Context: an optimization exercise on an open-source flow, tuned for small area and a short achievable clock period. The choices shown serve that exercise and are no tape-out recipe.
At most, simulation tests tie the RTL to the original design; equivalence was not proved.
No driver is modelled on the clock port, so clock power and skew are understated where the tree is cut down; a real chip needs a root buffer or a tree.
Power figures rest on the tool's default switching activity, not on a simulated workload.

==> module PelicanMAC, before the edit <==
module PelicanMAC(clk,rst,
             load_iv,
             load_k,
             load_m,
             din,
             dout,
             done);
input             clk,rst;
input             load_iv;
output            load_k;
output            load_m;
input     [127:0] din;
output    [127:0] dout;
output            done;
reg st_i, st_k, st_e, st_p, st_x, st_d;    
reg kc;                                    
reg [1:0] blok;                            
reg second;                                
reg last;                                  
reg lm;                                    
reg [5:0] q;                               
wire last_n = (st_e & (q == 6'd45)) | (st_p & (q == 6'd33));
wire b3     = (blok == 2'd3);
wire n_i = rst;
wire n_k = ~rst & (st_i | (st_k & ~kc) | (st_x & b3));
wire n_e = ~rst & ((st_k & kc) | (st_e & ~last));
wire n_x = ~rst & ((st_e & last & ~second) | (st_p & last));
wire n_p = ~rst & ((st_x & ~b3) | (st_p & ~last));
wire n_d = ~rst & (st_d | (st_e & last & second));
always @(posedge clk) begin
    st_i   <= n_i;
    st_k   <= n_k;
    st_e   <= n_e;
    st_p   <= n_p;
    st_x   <= n_x;
    st_d   <= n_d;
    kc     <= ~rst & st_k & ~kc;
    blok   <= rst ? 2'd0 : blok + {1'b0, st_x};
    second <= ~rst & (second | (st_x & b3));
    last   <= ~rst & last_n;
    lm     <= ~rst & ((st_e & (q == 6'd45) & ~second) | (st_p & (q == 6'd33)));
    q      <= (st_k | st_x) ? 6'd1 : {q[4:0], ~(q[5] ^ q[4])};
end
assign load_k = st_k;
assign load_m = lm;
assign done   = st_d;
reg [3:0] gk, gnk, ge, gr, gh, gx;
reg [3:0] gk_n, ge_n, gr_n;
integer g;
always @(*) begin
    for (g = 0; g < 4; g = g + 1) begin
        gk_n[g] = ~rst & (st_i | (gk[g] & ~kc) | (st_x & b3));
        ge_n[g] = ~rst & ((st_k & kc) | (ge[g] & ~last));
        gr_n[g] = ~rst & ((st_k & kc) | (st_x & ~b3) | (gr[g] & ~last));
    end
end
always @(posedge clk) begin
    for (g = 0; g < 4; g = g + 1) begin
        gk[g]  <= gk_n[g];
        gnk[g] <= ~gk_n[g];
        ge[g]  <= ge_n[g];
        gr[g]  <= gr_n[g];
        gh[g]  <= ~gr_n[g];
        gx[g]  <= ~rst & last & gr[g] & ~(st_e & second);
    end
end
reg  [127:0] s;
reg  [127:0] k;
wire [127:0] sp;
wire [127:0] kuo;
wire [3:0] rl = gr & ~{4{load_iv}};    
wire [3:0] hl = gh & ~{4{load_iv}};    
wire [3:0] xl = gx |  {4{load_iv}};    
wire [3:0] el = ge & ~{4{load_iv}};    
wire       pl = st_p & ~load_iv;       
RoundFunction rf0(s, sp);
KeyUpdate ku0(k, kuo);
reg [127:0] kt, ke;
integer m;
always @(*) begin
    kt = 128'd0;
    ke = 128'd0;
    for (m = 0; m < 32; m = m + 1) begin
        kt[4*m+1] = k[m];     ke[4*m+1] = el[m/8];
        kt[4*m+2] = k[64+m];  ke[4*m+2] = el[m/8];
    end
    for (m = 0; m < 6; m = m + 1) begin
        kt[4*m+3] = q[m];     ke[4*m+3] = rl[0];
    end
end
wire [127:0] sn, kn;
genvar j;
generate
for (j = 0; j < 128; j = j + 1) begin : sb
    if (j % 4 == 0) begin : c1
        XORmessage1 mx(sp[j], s[j], din[j], rl[j/32], hl[j/32], xl[j/32], pl, sn[j]);
    end else if (j == 127) begin : c2
        XORmessage1 mx(sp[j], s[j], din[j], rl[3], hl[3], xl[3], rl[3], sn[j]);
    end else if ((j % 4 == 3) && (j / 4 >= 6)) begin : nc
        XORmessage0 mx(sp[j], s[j], din[j], rl[j/32], hl[j/32], xl[j/32], sn[j]);
    end else begin : wc
        XORmessage  mx(sp[j], s[j], din[j], kt[j], rl[j/32], hl[j/32], xl[j/32], ke[j], sn[j]);
    end
    AddRoundKey km(din[j], kuo[j], gk[j/32], gnk[j/32], kn[j]);
end
endgenerate
always @(posedge clk) begin
    s <= sn;
    k <= kn;
end
assign dout = s;
endmodule
clock: 3.5 ns
lec_check: 0
cap_margin: 20
core_margin: 2
core_utilization: 40
setup_slack_margin: 1.8
slew_margin: 20
synth_hierarchical: 1
synth_minimum_keep_size: 0
standard.sh (not shown) runs the stock make flow with config.mk's settings and CLKGATE_MAP_FILE= SYNTH_SCRIPT=/design/flow/synth_recipe.tcl, a recipe that flattens the netlist after the stock synthesis.
==> flow/flow/run.sh <==
#!/bin/bash
# ORFS layout through the standard.sh, with
#  - the standard flow's synthesis script, but ABC mapping for area (flow/synth.tcl),
#  - plain buf_1 cells as port buffers (the resizer upsizes where needed),
#  - a hand-built two-level clock tree (flow/cts_hook.tcl) in place of
#    TritonCTS, for a low clock insertion delay.
set -euo pipefail
here=$(cd "$(dirname "$0")" && pwd)
export BUFFER_PORTS_ARGS="-buffer_cell sky130_fd_sc_hd__buf_1"
export PRE_CTS_TCL="$here/cts_hook.tcl"
export MCTS_RLEV=2 MCTS_LLEV=2
export MCTS_ROOT=sky130_fd_sc_hd__clkbuf_16 MCTS_LEAF=sky130_fd_sc_hd__clkbuf_16
bash standard.sh SYNTH_SCRIPT="$here/synth.tcl" > standard.log 2>&1
Other scripts of this flow, unchanged in this note and not shown: flow/flow/abc_area.script, flow/flow/cts_hook.tcl, flow/flow/mancts.tcl, flow/flow/synth.tcl
The first run finished clean.
Then changed:
--- a/flow/design.v
+++ b/flow/design.v
@@ -268,8 +268,9 @@
 input     [127:0] din;
 output    [127:0] dout;
 output            done;
 reg st_i, st_k, st_e, st_p, st_x, st_d;    
+reg st_r, st_h, st_nk;                     
 reg kc;                                    
 reg [1:0] blok;                            
 reg second;                                
 reg last;                                  
@@ -289,8 +290,11 @@
     st_e   <= n_e;
     st_p   <= n_p;
     st_x   <= n_x;
     st_d   <= n_d;
+    st_r   <= n_e | n_p;
+    st_h   <= n_i | n_k | n_x | n_d;
+    st_nk  <= ~n_k;
     kc     <= ~rst & st_k & ~kc;
     blok   <= rst ? 2'd0 : blok + {1'b0, st_x};
     second <= ~rst & (second | (st_x & b3));
     last   <= ~rst & last_n;
@@ -299,66 +303,46 @@
 end
 assign load_k = st_k;
 assign load_m = lm;
 assign done   = st_d;
-reg [3:0] gk, gnk, ge, gr, gh, gx;
-reg [3:0] gk_n, ge_n, gr_n;
-integer g;
-always @(*) begin
-    for (g = 0; g < 4; g = g + 1) begin
-        gk_n[g] = ~rst & (st_i | (gk[g] & ~kc) | (st_x & b3));
-        ge_n[g] = ~rst & ((st_k & kc) | (ge[g] & ~last));
-        gr_n[g] = ~rst & ((st_k & kc) | (st_x & ~b3) | (gr[g] & ~last));
-    end
-end
-always @(posedge clk) begin
-    for (g = 0; g < 4; g = g + 1) begin
-        gk[g]  <= gk_n[g];
-        gnk[g] <= ~gk_n[g];
-        ge[g]  <= ge_n[g];
-        gr[g]  <= gr_n[g];
-        gh[g]  <= ~gr_n[g];
-        gx[g]  <= ~rst & last & gr[g] & ~(st_e & second);
-    end
-end
 reg  [127:0] s;
 reg  [127:0] k;
 wire [127:0] sp;
 wire [127:0] kuo;
-wire [3:0] rl = gr & ~{4{load_iv}};    
-wire [3:0] hl = gh & ~{4{load_iv}};    
-wire [3:0] xl = gx |  {4{load_iv}};    
-wire [3:0] el = ge & ~{4{load_iv}};    
-wire       pl = st_p & ~load_iv;       
+wire rl = st_r & ~load_iv;       
+wire hl = st_h & ~load_iv;       
+wire xl = st_x | load_iv;        
+wire el = st_e & ~load_iv;       
+wire pl = st_p & ~load_iv;       
 RoundFunction rf0(s, sp);
 KeyUpdate ku0(k, kuo);
 reg [127:0] kt, ke;
 integer m;
 always @(*) begin
     kt = 128'd0;
     ke = 128'd0;
     for (m = 0; m < 32; m = m + 1) begin
-        kt[4*m+1] = k[m];     ke[4*m+1] = el[m/8];
-        kt[4*m+2] = k[64+m];  ke[4*m+2] = el[m/8];
+        kt[4*m+1] = k[m];     ke[4*m+1] = el;
+        kt[4*m+2] = k[64+m];  ke[4*m+2] = el;
     end
     for (m = 0; m < 6; m = m + 1) begin
-        kt[4*m+3] = q[m];     ke[4*m+3] = rl[0];
+        kt[4*m+3] = q[m];     ke[4*m+3] = rl;
     end
 end
 wire [127:0] sn, kn;
 genvar j;
 generate
 for (j = 0; j < 128; j = j + 1) begin : sb
     if (j % 4 == 0) begin : c1
-        XORmessage1 mx(sp[j], s[j], din[j], rl[j/32], hl[j/32], xl[j/32], pl, sn[j]);
+        XORmessage1 mx(sp[j], s[j], din[j], rl, hl, xl, pl, sn[j]);
     end else if (j == 127) begin : c2
-        XORmessage1 mx(sp[j], s[j], din[j], rl[3], hl[3], xl[3], rl[3], sn[j]);
+        XORmessage1 mx(sp[j], s[j], din[j], rl, hl, xl, rl, sn[j]);
     end else if ((j % 4 == 3) && (j / 4 >= 6)) begin : nc
-        XORmessage0 mx(sp[j], s[j], din[j], rl[j/32], hl[j/32], xl[j/32], sn[j]);
+        XORmessage0 mx(sp[j], s[j], din[j], rl, hl, xl, sn[j]);
     end else begin : wc
-        XORmessage  mx(sp[j], s[j], din[j], kt[j], rl[j/32], hl[j/32], xl[j/32], ke[j], sn[j]);
+        XORmessage  mx(sp[j], s[j], din[j], kt[j], rl, hl, xl, ke[j], sn[j]);
     end
-    AddRoundKey km(din[j], kuo[j], gk[j/32], gnk[j/32], kn[j]);
+    AddRoundKey km(din[j], kuo[j], st_k, st_nk, kn[j]);
 end
 endgenerate
 always @(posedge clk) begin
     s <= sn;
Effect:
- The changed run produced a clean layout
- worst setup slack improved by 14 ps
- wire length came out lower by about 13%
- total power came out lower by about 8%
- via count came out lower by about 7.5%
- cell area came out lower by 5.4%
- flip-flop and latch count came out lower by 21
For the first run of this note, only the layout was checked, not whether the RTL still works. In every run of this note, the design's own scripts or RTL, not TritonCTS, make the clock network.

[port drivers added, routing unchanged]
The results above use ideal ports. As a check the final layouts listed here were re-extracted and re-timed, cells and wires unchanged. Step 1: set_driving_cell puts a clkbuf_16 on clk and a buf_2 on each other input, an assumption about the parent block. Step 2 adds t to the input delays and takes it off the output delays; t is the mean of the earliest and latest rising clock arrival at the registers after step 1. Input paths then give back, and output paths get back, about the clock's delay inside the block. a / b / c = ideal / step 1 / step 2; a / b = the first two.
run	shift t [ns]	slack for setup (ns)	worst setup path after step 2
the first run	0.426	1.811 / 1.697 / 1.496	input to register
the second run	0.411	1.826 / 1.717 / 1.521	input to register
After both steps every run listed still meets setup and hold. The setup slack of the first run, which loses most, moves by -0.114 ns with the drivers and by -0.315 ns with both steps.
